Context: an optimization exercise on an open-source flow, tuned for small area, a short achievable clock period and few clock cycles. The choices shown serve that exercise and are no tape-out recipe.
No functional check of the RTL was part of any run shown here.

## flow/design.v (module list and top-level ports; edited modules follow where they fit)
// module M1: 753 lines
// module m1_fa: 4 lines
// module m1_ha: 4 lines
module M1 (
   input  logic         Clock,
   input  logic         Resetn,
   input  logic         start,
   output logic         done,
   input  logic  [15:0] SRAM_read_data,
   output logic  [17:0] SRAM_address,
   output logic  [15:0] SRAM_write_data,
   output logic         SRAM_we_n
);
  // ...
==> flow/flow/run.sh <==
#!/bin/bash
set -euo pipefail
bash standard.sh SETUP_SLACK_MARGIN=10 finish > standard_make.log 2>&1
==> flow/standard.sh <==
#!/bin/bash
# synth_recipe.tcl (not shown) runs the flow's synth.tcl, then flattens the netlist and writes it again
# the make line also repeats each setting of config.mk as NAME=value (left out here)
make -C /OpenROAD-flow-scripts/flow DESIGN_CONFIG=/design/flow/config.mk WORK_HOME=/design/flow/orfs CLKGATE_MAP_FILE= SYNTH_SCRIPT=/design/flow/synth_recipe.tcl "${@:-finish}"
==> flow/config.mk <==
export PLATFORM = sky130hd
export DESIGN_NAME = M1
export DESIGN_NICKNAME = M1
export VERILOG_FILES = /design/flow/design.v
export SDC_FILE = /design/flow/constraint.sdc
export NUM_CORES = 4
export LEC_CHECK = 0
export ABC_CLOCK_PERIOD_IN_PS = 4000
export CAP_MARGIN = 20
export CORE_MARGIN = 2
export CORE_UTILIZATION = 55
export CTS_BUF_LIST = sky130_fd_sc_hd__clkbuf_4 sky130_fd_sc_hd__clkbuf_8
export SETUP_SLACK_MARGIN = 5
export SLEW_MARGIN = 20
export SYNTH_HIERARCHICAL = 1
==> flow/constraint.sdc <==
create_clock -name core_clock -period 14.0 [get_ports {Clock}]
set_input_delay 2.8000 -clock core_clock [delete_from_list [all_inputs] [get_ports {Clock}]]
set_output_delay 2.8000 -clock core_clock [all_outputs]
set_load 0.01 [all_outputs]
==> insert_results.sql, run 1 <==
INSERT INTO impl_metrics (metric_group, metric, value, unit) VALUES
('floorplan', 'rows', '81', ''),
('critical_path', 'cp_num_buf_inv', '1', ''),
('sta', 'max_slew.worst_pin.slew', '1.12', 'ns'),
('critical_path', 'regToRegStartpoint', 'fs24[9]$_DFF_P_', ''),
('worst_hold_path', 'hold_start', 'fs4[8]$_DFF_P_', ''),
('critical_path', 'critPathMaxFanout', '2', ''),
('placement', 'placed_cells_incl_taps', '2969', ''),
('worst_hold_path', 'min_path_type', 'flop to flop', ''),
('critical_path', 'setup.worst_path.class', 'flop to primary output', ''),
('logic_synthesis', 'synthMuxAreaShare', '1.07', '%'),
('finish', 'largest_register_ffs', '152', ''),
('run_status', 'run_status', 'complete, no violations', ''),
('logic_synthesis', 'synthesis.area_per_instance', '12.0', 'sq um'),
('sta', 'min_period', '4.06', 'ns'),
('logic_synthesis', 'synth-simple-area-share', '7.92', '%'),
('critical_path', 'top_cell_family_by_delay_on_the_critical_path', 'flip-flops', ''),
('critical_path', 'crit_path_capture', 'done', ''),
('critical_path', 'cpPeakStageDelay', '0.43', 'ns'),
('placement', 'gpl.final_weighted_congestion', '0.903', ''),
('placement', 'detailedPlacementHpwl', '47800', 'microns'),
('grt', 'met3_use_gr', '5.10', '%'),
('clock_tree', 'cts.root.buffer_cell', 'clkbuf_8', ''),
('critical_path', 'worstRegToRegCells', '10', ''),
('finish', 'sequential_cell_area', '11600', 'sq um'),
('floorplan', 'die_h', '227', 'microns'),
('finish', 'registers.top_by_ff_count', 'win', ''),
('sta', 'fin_worst_skew', '0.0495', 'ns'),
('logic_synthesis', 'yosys.area.top_type_share', '29.1', '%'),
('finish', 'buffers_outside_the_clock_class', '97', ''),
('logic_synthesis', 'ys_seq_elements', '447', ''),
('finish', 'area_growth_syn_to_layout', '11.0', '%'),
('finish', 'seq_cell_count', '447', ''),
('placement', 'dpl_cell_area', '28700', 'sq um');
==> run 2, diff against run 1 <==
--- a/flow/config.mk
+++ b/flow/config.mk
@@ -8,7 +8,7 @@
 export ABC_CLOCK_PERIOD_IN_PS = 4000
 export CAP_MARGIN = 20
 export CORE_MARGIN = 2
-export CORE_UTILIZATION = 55
+export CORE_UTILIZATION = 65
 export CTS_BUF_LIST = sky130_fd_sc_hd__clkbuf_4 sky130_fd_sc_hd__clkbuf_8
 export SETUP_SLACK_MARGIN = 5
 export SLEW_MARGIN = 20
==> run 2 against run 1 <==
Effect of this change:
- cell count fell by 4.6%
- setup slack improved by 0.076 ns
- non-clock buffer count fell by 17
- first-iteration DRC count increased by 2.3%
- critical path depth increased by 1
- global-route usage rose by 3.8 points
- clock-buffer cell count fell by 8
- register-to-register slack worse by 0.08 ns
- largest cell class unchanged
- flip-flop and latch count stayed put
==> insert_results.sql, run 2 <==
INSERT INTO impl_metrics (metric_group, metric, value, unit) VALUES
('sta', 'max_slew.worst_pin.slew', '0.954', 'ns'),
('critical_path', 'critical_path_depth', '2', ''),
('critical_path', 'data_arrival_time_of_the_critical_path', '1.19', 'ns'),
('logic_synthesis', 'netlist_instances', '2296', ''),
('finish', 'area_growth_syn_to_layout', '10.1', '%'),
('logic_synthesis', 'synthesis.nets', '2808', ''),
('clock_tree', 'ctsLongestPathBuffers', '3', ''),
('clock_tree', 'cts_tree', 'done', ''),
('clock_tree', 'clkTransAtPathRegs', '0.07', 'ns'),
('logic_synthesis', 'async_reset_ff_share', '0.895', '%'),
('worst_hold_path', 'hold_start', 'fs4[8]$_DFF_P_', ''),
('grt', 'grt_max_degree', '91', ''),
('sta', 'rsz0062_at_grt', 'true', ''),
('grt', 'antenna_found_initial', '1', ''),
('sta', 'fin_worst_skew', '0.0293', 'ns'),
('clock_tree', 'cts_made_buffers', '75', ''),
('finish', 'mostFrequentLayoutCells', '277 x inv_1, 271 x fa_1, 266 x edfxtp_1, 222 x ha_1, 167 x dfxtp_1', ''),
('drt', 'route.final.wire_length', '61800', 'microns'),
('drt', 'dr.pass1.iters', '6', ''),
('finish', 'biggestRegsByFlops', 'win: 152 flops, SRAM_address: 17 flops', ''),
('logic_synthesis', 'synthMostInstantiatedCell', 'inv_1', ''),
('critical_path', 'path_cells', 'inv_1 -> buf_2', ''),
('logic_synthesis', 'ys_top_cells_by_count', '281 x inv_1, 271 x fa_1, 266 x edfxtp_1', ''),
('critical_path', 'required_time_reported_for_the_critical_path_endpoint', '11.20', 'ns'),
('floorplan', 'total_die_area', '43900', 'sq um'),
('critical_path', 'rr_endpoint', 'Gq15$_DFF_P_', ''),
('logic_synthesis', 'ys.flop_type', 'edfxtp_1', ''),
('job', 'max-cap-violations', '0', ''),
('critical_path', 'startpoint_type', 'flop', ''),
('logic_synthesis', 'synth_area', '27400', 'sq um'),
('logic_synthesis', 'synth_cell_type_count', '97', ''),
('sta', 'final-max-slew-violation-count', '0', ''),
('worst_hold_path', 'min_to', 'FqB[8]$_DFF_P_', ''),
('logic_synthesis', 'synth_edf_count', '266', ''),
('critical_path', 'worstRegToRegCells', '9', ''),
('floorplan', 'die_width', '209', 'microns'),
('finish', 'largest_register_ffs', '152', ''),
('sta', 'timing.final.setup_violations', '0', ''),
('floorplan', 'io_pins', '55', ''),
('logic_synthesis', 'ys_seq_elements', '447', ''),
('critical_path', 'setup.worst_path.class', 'flop to primary output', ''),
('worst_hold_path', 'hold_depth', '0', ''),
('critical_path', 'critical_path.endpoint_type', 'primary output', ''),
('critical_path', 'cp_num_buf_inv', '2', ''),
('finish', 'fin_nets', '2906', ''),
('floorplan', 'rows', '75', ''),
('placement', 'placement.setup.worst_slack', '9.35', 'ns'),
('placement', 'buffer_ports.inserted', '54', ''),
('critical_path', 'slowest_stage', 'dfrtp_1', ''),
('clock_tree', 'clock-sinks', '447', ''),
('grt', 'grt.total_usage', '29.5', '%'),
('sta', 'portion_of_the_clock_cycle_consumed_by_the_worst_path_in_the_final_layout', '28.5', '%'),
('grt', 'total_gr_overflow', '0', ''),
('logic_synthesis', 'synth_top_area_cell', 'edfxtp_1', ''),
('logic_synthesis', 'synthesis.area_per_instance', '12.0', 'sq um'),
('critical_path', 'critPathMaxFanout', '1', ''),
('finish', 'registers.top_by_ff_count', 'win', ''),
('placement', 'gpl.final_weighted_congestion', '0.929', ''),
('clock_tree', 'htree_num_levels', '3', ''),
('sta', 'final_hold_viols', '0', ''),
('sta', 'slew-limit-headroom', '36.3', '%'),
('worst_hold_path', 'min_path_type', 'flop to flop', ''),
('floorplan', 'initial_core_util', '65.6', '%'),
('floorplan', 'core_area', '41900', 'sq um'),
('sta', 'timing.fmax', '251', 'MHz'),
('grt', 'grt_pass1_wl', '99200', 'microns'),
('critical_path', 'regToRegStartpoint', 'Yi[4]$_DFF_P_', ''),
('finish', 'drive_above_1_share', '10.5', '%'),
('drt', 'routed_via_density', '5.87', ''),
('floorplan', 'die_h', '209', 'microns'),
('drt', 'route.vias.total', '17600', ''),
('drt', 'route.antenna.remaining_nets', '0', ''),
('logic_synthesis', 'synth-seq-area-share', '42.4', '%'),
('finish', 'fillcell_total', '2936', ''),
('critical_path', 'top_cell_family_by_delay_on_the_critical_path', 'flip-flops', ''),
('sta', 'final.setup.tns', '0', 'ns'),
('logic_synthesis', 'yosysWarnings', '8', ''),
('sta', 'min_period', '3.99', 'ns'),
('sta', 'worst_setup_margin', '10.01', 'ns'),
('grt', 'via_count_of_the_first_global_routing_pass', '18400', ''),
('drt', 'wire_per_inst', '20.6', 'microns'),
('logic_synthesis', 'synth_area_leaders', 'edfxtp_1 29%, fa_1 20%, dfxtp_1 13%', ''),
('drt', 'drcViolationCount', '0', ''),
('finish', 'layout_commonest_cell', 'inv_1', ''),
('clock_tree', 'clock_insertion_delay_worst_skew', '0.67', 'ns'),
('drt', 'drt-initial-drc-count', '1446', ''),
('logic_synthesis', 'yosys.area.top_type_share', '29.1', '%'),
('placement', 'detailedPlacementHpwl', '46000', 'microns'),
('run_status', 'run_status', 'complete, no violations', ''),
('clock_tree', 'cts_hold_buf', '0', ''),
('clock_tree', 'cts.root.buffer_cell', 'clkbuf_8', ''),
('critical_path', 'reg2reg_setup_slack', '10.05', 'ns'),
('critical_path', 'cpPeakStageDelay', '0.37', 'ns');
run 2: cell counts after synthesis:
Identical to the previous run, type by type.
run 2: worst max-delay path by stage:
stage	end	slack [ns]	from
2_1_floorplan	win[10][0]$_DFFE_PP_	10.03	ph[2]$_SDFFCE_PP0N_
3_3_place_gp	YP[0]$_SDFFCE_PP0P_	9.38	start
3_5_place_dp	YP[0]$_SDFFCE_PP0P_	9.35	start
4_1_cts	SRAM_we_n	9.95	we_q$_DFF_PN0_
5_1_grt	Gq15$_DFF_P_	9.88	Vi[0]$_DFF_P_
6_report	SRAM_we_n	10.01	we_q$_DFF_PN0_
run 2: layout make-up:
cell class	instances	area, sq um	area share (%)
clock buffer	113	1360	4.51
tap	539	674	2.23
timing repair buffer	80	572	1.89
antenna	1	2.50	0.00828
clock inverter	26	329	1.09
sequential	447	11600	38.5
multi-input combinational	1507	14500	48.2
inverter	283	1080	3.57
run 2: logic make-up after synthesis:
kind of cell	Yosys count	share of synthesized area, %
adder cells (fa/ha/maj)	495	30.0
XOR/XNOR	90	2.90
multiplexers	28	1.07
AND/OR/NAND/NOR	452	7.92
flip-flops	447	42.4
AO/OA/AOI/OAI	442	10.9
buffers and inverters	342	4.84
run 2: repair_timing:
action,CTS,global route
endpoints found under the setup margin,37,102
buffers inserted,5,6
gates resized for setup,158,8
run 2: Yosys stat by module (local to each module, per instance):
module,cell area [sq um],cells,copies in the design
M1,21900,2000,1
m1_fa,20.0,1,250
m1_ha,12.5,1,46
run 2: metal layers:
| layer | wire length [microns] | global-route usage [%] | up-vias |
|---|---|---|---|
| met5 | 0 | 0 | - |
| met4 | 1290 | 9.12 | 0 |
| met3 | 4170 | 5.58 | 92 |
| met2 | 27900 | 45.7 | 542 |
| met1 | 28500 | 42.8 | 8797 |
| li1 | - | - | 8164 |
run 2: stage by stage:
step | instances | instance area, sq um | hold WS (ns) | utilization (%)
final | 2996 | 30200 | 0.360 | 72.2
after global routing | 2996 | 30200 | 0.386 | 72.2
after CTS | 2989 | 30100 | 0.358 | 72.0
after detailed placement | 2845 | 28500 | 0.354 | 68.2
after global placement | 2845 | 28500 | 0.338 | 68.2
after floorplan | 2296 | 27500 | 0.331 | -
==> run 3, diff against run 2 <==
--- a/flow/config.mk
+++ b/flow/config.mk
@@ -5,6 +5,7 @@
 export SDC_FILE = /design/flow/constraint.sdc
 export NUM_CORES = 4
 export LEC_CHECK = 0
+export ABC_AREA = 1
 export ABC_CLOCK_PERIOD_IN_PS = 4000
 export CAP_MARGIN = 20
 export CORE_MARGIN = 2
==> run 3 against run 2 <==
Effect of this change:
- cell area about the same
- still clean on timing, DRC and antenna
- highest routed layer unchanged
- cell count is 9.5% higher
- die area shrank 0.24%
- non-clock buffer count rose by 14
- hold slack gained 0.0076 ns
- first-iteration DRC count fell by 1.0%
- routed wire length grew 2.5%
==> insert_results.sql, run 3 <==
INSERT INTO impl_metrics (metric_group, metric, value, unit) VALUES
('logic_synthesis', 'ys_seq_elements', '447', ''),
('drt', 'route.vias.total', '18600', ''),
('logic_synthesis', 'ys.flop_type', 'edfxtp_1', ''),
('sta', 'final.setup.tns', '0', 'ns'),
('finish', 'fillcell_total', '3017', ''),
('clock_tree', 'cts.root.buffer_cell', 'clkbuf_8', ''),
('grt', 'grt_pass1_wl', '99600', 'microns'),
('floorplan', 'die_h', '209', 'microns'),
('clock_tree', 'htree_num_levels', '3', ''),
('critical_path', 'worstRegToRegCells', '9', ''),
('grt', 'grt_max_degree', '77', ''),
('floorplan', 'core_area', '41800', 'sq um'),
('finish', 'biggestRegsByFlops', 'win: 152 flops, SRAM_address: 17 flops', ''),
('logic_synthesis', 'yosys.area.top_type_share', '29.2', '%'),
('floorplan', 'io_pins', '55', ''),
('finish', 'final_cell_area', '30200', 'sq um'),
('clock_tree', 'cts_made_buffers', '74', ''),
('critical_path', 'critPathMaxFanout', '11', ''),
('finish', 'layout_commonest_cell', 'inv_1', ''),
('clock_tree', 'clkTransAtPathRegs', '0.06', 'ns'),
('critical_path', 'critical_path.endpoint_type', 'flop', ''),
('drt', 'drcViolationCount', '0', ''),
('floorplan', 'total_die_area', '43800', 'sq um'),
('critical_path', 'reg2reg_setup_slack', '10.13', 'ns'),
('critical_path', 'setup.worst_path.class', 'input pin to flop', ''),
('sta', 'final_hold_viols', '0', ''),
('logic_synthesis', 'synthesis.area_per_instance', '10.7', 'sq um'),
('logic_synthesis', 'netlist_instances', '2551', ''),
('logic_synthesis', 'synth_area', '27400', 'sq um'),
('sta', 'final-max-slew-violation-count', '0', ''),
('drt', 'drt-initial-drc-count', '1431', ''),
('run_status', 'run_status', 'complete, no violations', ''),
('drt', 'route.antenna.remaining_nets', '0', ''),
('finish', 'area_growth_syn_to_layout', '10.4', '%'),
('sta', 'portion_of_the_clock_cycle_consumed_by_the_worst_path_in_the_final_layout', '28.4', '%'),
('finish', 'drive_above_1_share', '10.3', '%'),
('critical_path', 'cp-startpoint', 'start', ''),
('critical_path', 'regToRegStartpoint', 'Ui[1]$_DFFE_PP_', ''),
('job', 'max-cap-violations', '0', ''),
('logic_synthesis', 'synth_top_area_cell', 'edfxtp_1', ''),
('logic_synthesis', 'synthesis.nets', '3063', ''),
('grt', 'antenna_found_initial', '3', ''),
('critical_path', 'data_arrival_time_of_the_critical_path', '4.58', 'ns'),
('finish', 'mostFrequentLayoutCells', '412 x inv_1, 363 x nand2_1, 266 x edfxtp_1, 266 x fa_1, 222 x ha_1', ''),
('placement', 'detailedPlacementHpwl', '48200', 'microns'),
('finish', 'registers.top_by_ff_count', 'win', ''),
('critical_path', 'startpoint_type', 'input pin', ''),
('floorplan', 'rows', '75', ''),
('finish', 'largest_register_ffs', '152', ''),
('logic_synthesis', 'synth_edf_count', '266', ''),
('logic_synthesis', 'async_reset_ff_share', '0.895', '%'),
('sta', 'timing.final.setup_violations', '0', ''),
('sta', 'fin_worst_skew', '0.0330', 'ns'),
('clock_tree', 'clock-sinks', '447', ''),
('drt', 'dr.pass1.iters', '6', ''),
('clock_tree', 'clock_insertion_delay_worst_skew', '0.68', 'ns'),
('drt', 'route.final.wire_length', '63400', 'microns'),
('logic_synthesis', 'synth-seq-area-share', '42.5', '%'),
('clock_tree', 'cts_hold_buf', '0', ''),
('finish', 'fin_nets', '3192', ''),
('sta', 'slew-limit-headroom', '29.5', '%'),
('placement', 'dpl_cell_area', '28500', 'sq um'),
('clock_tree', 'ctsLongestPathBuffers', '3', ''),
('logic_synthesis', 'ys_top_cells_by_count', '421 x inv_1, 365 x nand2_1, 271 x fa_1', ''),
('floorplan', 'initial_core_util', '65.6', '%'),
('grt', 'grt.total_usage', '29.7', '%'),
('logic_synthesis', 'synth_cell_type_count', '55', ''),
('floorplan', 'die_width', '209', 'microns'),
('critical_path', 'rr_endpoint', 'Gq15$_DFF_P_', ''),
('logic_synthesis', 'synth_area_leaders', 'edfxtp_1 29%, fa_1 20%, dfxtp_1 13%', ''),
('clock_tree', 'cts_tree', 'done', ''),
('sta', 'timing.fmax', '251', 'MHz'),
('sta', 'min_period', '3.98', 'ns'),
('drt', 'routed_via_density', '5.68', ''),
('grt', 'via_count_of_the_first_global_routing_pass', '18700', ''),
('worst_hold_path', 'min_path_type', 'flop to flop', ''),
('critical_path', 'crit_path_capture', 'SRAM_address[11]$_DFF_P_', ''),
('sta', 'max_slew.worst_pin.slew', '1.06', 'ns'),
('critical_path', 'required_time_reported_for_the_critical_path_endpoint', '14.60', 'ns'),
('placement', 'gpl.final_weighted_congestion', '0.936', ''),
('sta', 'rsz0062_at_grt', 'true', ''),
('grt', 'total_gr_overflow', '0', ''),
('placement', 'buffer_ports.inserted', '54', ''),
('logic_synthesis', 'synthMostInstantiatedCell', 'inv_1', ''),
('drt', 'wire_per_inst', '19.3', 'microns'),
('logic_synthesis', 'yosysWarnings', '8', '');
## run 3: cell families after synthesis
logic type               after synthesis  share of synthesized area, %
AND/OR/NAND/NOR                      722                          11.5
AO/OA/AOI/OAI                        348                          7.23
adder cells (fa/ha/maj)              493                          30.0
flip-flops                           447                          42.5
XOR/XNOR                              64                          2.05
buffers and inverters                477                          6.72
## run 3: worst max-delay path: stages
cell and delay, ns:
clkdlybuf4s50_1 0.45, nor2_2 0.22, inv_1 0.07, o21ai_1 0.20, o21ai_2 0.28, inv_1 0.21, nand2_1 0.06, and3_1 0.18
a21oi_1 0.11
## run 3: timing repair
action,4_1_cts,5_1_grt
setup endpoints to repair,193,189
gates resized for setup,151,23
gates cloned,1,0
pin swaps,1,12
buffers inserted,5,20
## run 3: layout make-up
type | instances | area [sq um] | share of cell area (%)
multi-input cells | 1628 | 14000 | 46.3
flip-flops and latches | 447 | 11600 | 38.5
inverters | 435 | 1650 | 5.45
clock buffers | 121 | 1450 | 4.79
repair buffers | 94 | 681 | 2.25
well taps | 539 | 674 | 2.23
clock inverters | 16 | 129 | 0.426
diodes | 2 | 5.00 | 0.0166
## run 3: how the worst min path moves through the flow
stage / start / end / slack (ns) / cells past startpoint
detailed placement: fs4[8]$_DFF_P_ / FqB[8]$_DFF_P_ / 0.37 / 0
global placement: fs4[8]$_DFF_P_ / FqB[8]$_DFF_P_ / 0.36 / 0
finish: fs4[8]$_DFF_P_ / FqB[8]$_DFF_P_ / 0.37 / 0
global route: fs4[8]$_DFF_P_ / FqB[8]$_DFF_P_ / 0.38 / 0
CTS: fs4[8]$_DFF_P_ / FqB[8]$_DFF_P_ / 0.38 / 0
floorplan: fs4[8]$_DFF_P_ / FqB[8]$_DFF_P_ / 0.33 / 0
## run 3: Yosys stat by module (local to each module, per instance)
module | area, sq um | times used | flops+latches
m1_ha | 12.5 | 46 | 0
m1_fa | 20.0 | 250 | 0
M1 | 21800 | 1 | 447
## run 3: routing by layer
metal | GRT usage (%) | share of wire [%]
met1 | 43.6 | 44
met2 | 45.8 | 46
met3 | 5.18 | 7.6
met4 | 8.89 | 2.2
met5 | 0 | 0
## run 3: metrics by stage
step | hold slack [ns] | worst slack (ns) | utilization [%] | instances
4_1_cts | 0.376 | 9.86 | 71.9 | 3260
3_3_place_gp | 0.359 | 9.20 | 68.3 | 3117
3_5_place_dp | 0.368 | 9.15 | 68.3 | 3117
5_1_grt | 0.378 | 9.88 | 72.4 | 3282
6_report | 0.368 | 10.02 | 72.4 | 3282
2_1_floorplan | 0.331 | 10.04 | - | 2551
==> run 4, diff against run 3 <==
--- a/flow/config.mk
+++ b/flow/config.mk
@@ -5,8 +5,7 @@
 export SDC_FILE = /design/flow/constraint.sdc
 export NUM_CORES = 4
 export LEC_CHECK = 0
-export ABC_AREA = 1
-export ABC_CLOCK_PERIOD_IN_PS = 4000
+export ABC_CLOCK_PERIOD_IN_PS = 7000
 export CAP_MARGIN = 20
 export CORE_MARGIN = 2
 export CORE_UTILIZATION = 65
==> run 4 against run 3 <==
Effect of this change:
- clock-buffer cell count shrank 8
- cell count shrank 8.7%
- clock skew shrank 0.0038 ns
- flip-flop and latch count is the same
- hold slack lost 0.0076 ns
- core utilization shrank 0.19 points
- critical path depth shrank 7
==> insert_results.sql, run 4 <==
INSERT INTO impl_metrics (metric_group, metric, value, unit) VALUES
('finish', 'biggestRegsByFlops', 'win: 152 flops, SRAM_address: 17 flops', ''),
('logic_synthesis', 'synth_area', '27400', 'sq um'),
('logic_synthesis', 'ys.flop_type', 'edfxtp_1', ''),
('sta', 'timing.fmax', '251', 'MHz'),
('worst_hold_path', 'hold_start', 'fs4[8]$_DFF_P_', ''),
('floorplan', 'initial_core_util', '65.6', '%'),
('clock_tree', 'ctsLongestPathBuffers', '3', ''),
('floorplan', 'io_pins', '55', ''),
('clock_tree', 'clkTransAtPathRegs', '0.07', 'ns'),
('finish', 'drive_above_1_share', '10.5', '%'),
('sta', 'final_hold_viols', '0', ''),
('floorplan', 'total_die_area', '43900', 'sq um'),
('sta', 'slew-limit-headroom', '36.3', '%'),
('floorplan', 'core_area', '41900', 'sq um'),
('grt', 'antenna_found_initial', '1', ''),
('logic_synthesis', 'yosys.area.top_type_share', '29.1', '%'),
('clock_tree', 'htree_num_levels', '3', ''),
('logic_synthesis', 'ys_top_cells_by_count', '281 x inv_1, 271 x fa_1, 266 x edfxtp_1', ''),
('drt', 'drcViolationCount', '0', ''),
('sta', 'rsz0062_at_grt', 'true', ''),
('placement', 'placed_cells_incl_taps', '2845', ''),
('drt', 'wire_per_inst', '20.6', 'microns'),
('clock_tree', 'cts_hold_buf', '0', ''),
('logic_synthesis', 'synth_top_area_cell', 'edfxtp_1', ''),
('logic_synthesis', 'synth_edf_count', '266', ''),
('finish', 'fin_nets', '2906', ''),
('grt', 'total_gr_overflow', '0', ''),
('critical_path', 'regToRegStartpoint', 'Yi[4]$_DFF_P_', ''),
('sta', 'timing.final.setup_violations', '0', ''),
('logic_synthesis', 'synth_area_leaders', 'edfxtp_1 29%, fa_1 20%, dfxtp_1 13%', ''),
('finish', 'registers.top_by_ff_count', 'win', ''),
('sta', 'final-max-slew-violation-count', '0', ''),
('logic_synthesis', 'yosysWarnings', '8', ''),
('logic_synthesis', 'synth_cell_type_count', '97', ''),
('drt', 'route.antenna.remaining_nets', '0', ''),
('clock_tree', 'clock-sinks', '447', ''),
('finish', 'fin_cells', '2996', ''),
('sta', 'holdWs', '0.360', 'ns'),
('grt', 'grt.total_usage', '29.5', '%'),
('placement', 'buffer_ports.inserted', '54', ''),
('critical_path', 'worstRegToRegCells', '9', ''),
('floorplan', 'die_h', '209', 'microns'),
('floorplan', 'rows', '75', ''),
('drt', 'routed_via_density', '5.87', ''),
('logic_synthesis', 'ys_seq_elements', '447', ''),
('logic_synthesis', 'synthMostInstantiatedCell', 'inv_1', ''),
('placement', 'gpl.final_weighted_congestion', '0.929', ''),
('placement', 'dpl_cell_area', '28500', 'sq um'),
('sta', 'min_period', '3.99', 'ns'),
('finish', 'area_growth_syn_to_layout', '10.1', '%'),
('clock_tree', 'clock_insertion_delay_worst_skew', '0.67', 'ns'),
('sta', 'max_slew.worst_pin.slew', '0.954', 'ns'),
('sta', 'final.setup.tns', '0', 'ns'),
('clock_tree', 'cts_tree', 'done', ''),
('sta', 'portion_of_the_clock_cycle_consumed_by_the_worst_path_in_the_final_layout', '28.5', '%'),
('clock_tree', 'cts_made_buffers', '75', ''),
('logic_synthesis', 'synthesis.area_per_instance', '12.0', 'sq um'),
('logic_synthesis', 'synthesis.nets', '2808', ''),
('worst_hold_path', 'hold_depth', '0', ''),
('clock_tree', 'cts.root.buffer_cell', 'clkbuf_8', ''),
('critical_path', 'critical_path.endpoint_type', 'primary output', ''),
('floorplan', 'die_width', '209', 'microns'),
('critical_path', 'data_arrival_time_of_the_critical_path', '1.19', 'ns'),
('drt', 'drt-initial-drc-count', '1446', ''),
('job', 'max-cap-violations', '0', ''),
('critical_path', 'rr_endpoint', 'Gq15$_DFF_P_', ''),
('logic_synthesis', 'netlist_instances', '2296', ''),
('drt', 'dr.pass1.iters', '6', ''),
('run_status', 'run_status', 'complete, no violations', ''),
('finish', 'largest_register_ffs', '152', ''),
('grt', 'grt_max_degree', '91', ''),
('critical_path', 'critPathMaxFanout', '1', ''),
('critical_path', 'startpoint_type', 'flop', ''),
('finish', 'layout_commonest_cell', 'inv_1', ''),
('critical_path', 'setup.worst_path.class', 'flop to primary output', ''),
('critical_path', 'required_time_reported_for_the_critical_path_endpoint', '11.20', 'ns'),
('sta', 'fin_worst_skew', '0.0293', 'ns'),
('drt', 'route.vias.total', '17600', ''),
('worst_hold_path', 'min_to', 'FqB[8]$_DFF_P_', ''),
('logic_synthesis', 'async_reset_ff_share', '0.895', '%'),
('finish', 'final_cell_area', '30200', 'sq um'),
('worst_hold_path', 'min_path_type', 'flop to flop', ''),
('critical_path', 'cp-startpoint', 'we_q$_DFF_PN0_', ''),
('drt', 'route.final.wire_length', '61800', 'microns'),
('grt', 'via_count_of_the_first_global_routing_pass', '18400', ''),
('grt', 'grt_pass1_wl', '99200', 'microns'),
('critical_path', 'reg2reg_setup_slack', '10.05', 'ns'),
('finish', 'mostFrequentLayoutCells', '277 x inv_1, 271 x fa_1, 266 x edfxtp_1, 222 x ha_1, 167 x dfxtp_1', ''),
('logic_synthesis', 'synth-seq-area-share', '42.4', '%'),
('placement', 'detailedPlacementHpwl', '46000', 'microns');
run 4: repair_timing:
item | in CTS | in global routing
pin swaps | 0 | 0
setup buffers | 5 | 6
setup endpoints to repair | 37 | 102
gates resized for setup | 158 | 8
run 4: cells by family after synthesis:
| group | after synthesis | synth area share, % |
|---|---|---|
| xor gates and xnor gates | 90 | 2.90 |
| buffers and inverters | 342 | 4.84 |
| AOI/OAI and AO/OA | 442 | 10.9 |
| muxes | 28 | 1.07 |
| DFF | 447 | 42.4 |
| adders and majority gates | 495 | 30.0 |
| and+or+nand+nor | 452 | 7.92 |
run 4: area by class of cell:
cell class / instances / area, sq um
clock inverters: 26 / 329
diodes: 1 / 2.50
clock buffers: 113 / 1360
fillers: 2936 / 11600
inverters: 283 / 1080
well taps: 539 / 674
flip-flops and latches: 447 / 11600
multi-input cells: 1507 / 14500
repair buffers: 80 / 572
run 4: per-stage QoR:
step	setup WS, ns	util [%]
2_1_floorplan	10.03	-
3_3_place_gp	9.38	68.2
3_5_place_dp	9.35	68.2
4_1_cts	9.95	72.0
5_1_grt	9.88	72.2
6_report	10.01	72.2
run 4: how the worst max path moves through the flow:
stage / to / slack [ns] / depth (start not counted)
2_1_floorplan: win[10][0]$_DFFE_PP_ / 10.03 / 10
3_3_place_gp: YP[0]$_SDFFCE_PP0P_ / 9.38 / 3
3_5_place_dp: YP[0]$_SDFFCE_PP0P_ / 9.35 / 3
4_1_cts: SRAM_we_n / 9.95 / 2
5_1_grt: Gq15$_DFF_P_ / 9.88 / 11
6_report: SRAM_we_n / 10.01 / 2
run 4: per-module statistics from Yosys (local to each module, per instance):
| module | copies in the design | flops+latches | cells inside |
|---|---|---|---|
| M1 | 1 | 447 | 2000 |
| m1_fa | 250 | 0 | 1 |
| m1_ha | 46 | 0 | 1 |
run 4: worst max-delay path, stage by stage (launching register included):
cell	delay, ns
dfrtp_1	0.37
inv_1	0.05
buf_2	0.11
run 4: metal layers:
layer,global-route usage (%),vias up,share of wire [%]
met2,45.7,542,45
met1,42.8,8797,46
met5,0,-,0
met4,9.12,0,2.1
met3,5.58,92,6.7
li1,-,8164,-

==> afterwards: timing with drivers on the ports <==
How much do the figures lean on ideal ports? The routed layouts below were timed once more, with nothing changed but the port constraints. Step 1 assumes that a clkbuf_16 drives the clock port and a buf_2 every other input. Step 2, shift: input delay + t, output delay - t, t = (earliest + latest rising clock arrival at the registers) / 2. This alone moves slack from input paths to output paths. a / b / c = ideal ports / drivers / drivers and shift; a / b = the first two.
run | shift t [ns] | setup WS [ns] | worst hold slack (ns) | latest minus earliest clock arrival (ns) | pins driven straight from the clock port
run 1 | 0.714 | 9.936 / 9.880 / 9.401 | 0.371 / 0.371 / 0.371 | 0.049 / 0.049 | 1
run 2 | 0.706 | 10.012 / 9.958 / 9.448 | 0.360 / 0.360 / 0.360 | 0.029 / 0.029 | 1
run 3 | 0.712 | 10.023 / 9.977 / 9.342 | 0.368 / 0.368 / 0.368 | 0.033 / 0.034 | 1
run 4 | 0.706 | 10.012 / 9.958 / 9.448 | 0.360 / 0.360 / 0.360 | 0.029 / 0.029 | 1
After both steps every run listed still meets setup and hold. The setup slack of run 3, which loses most, moves by -0.046 ns with the drivers and by -0.681 ns with both steps.
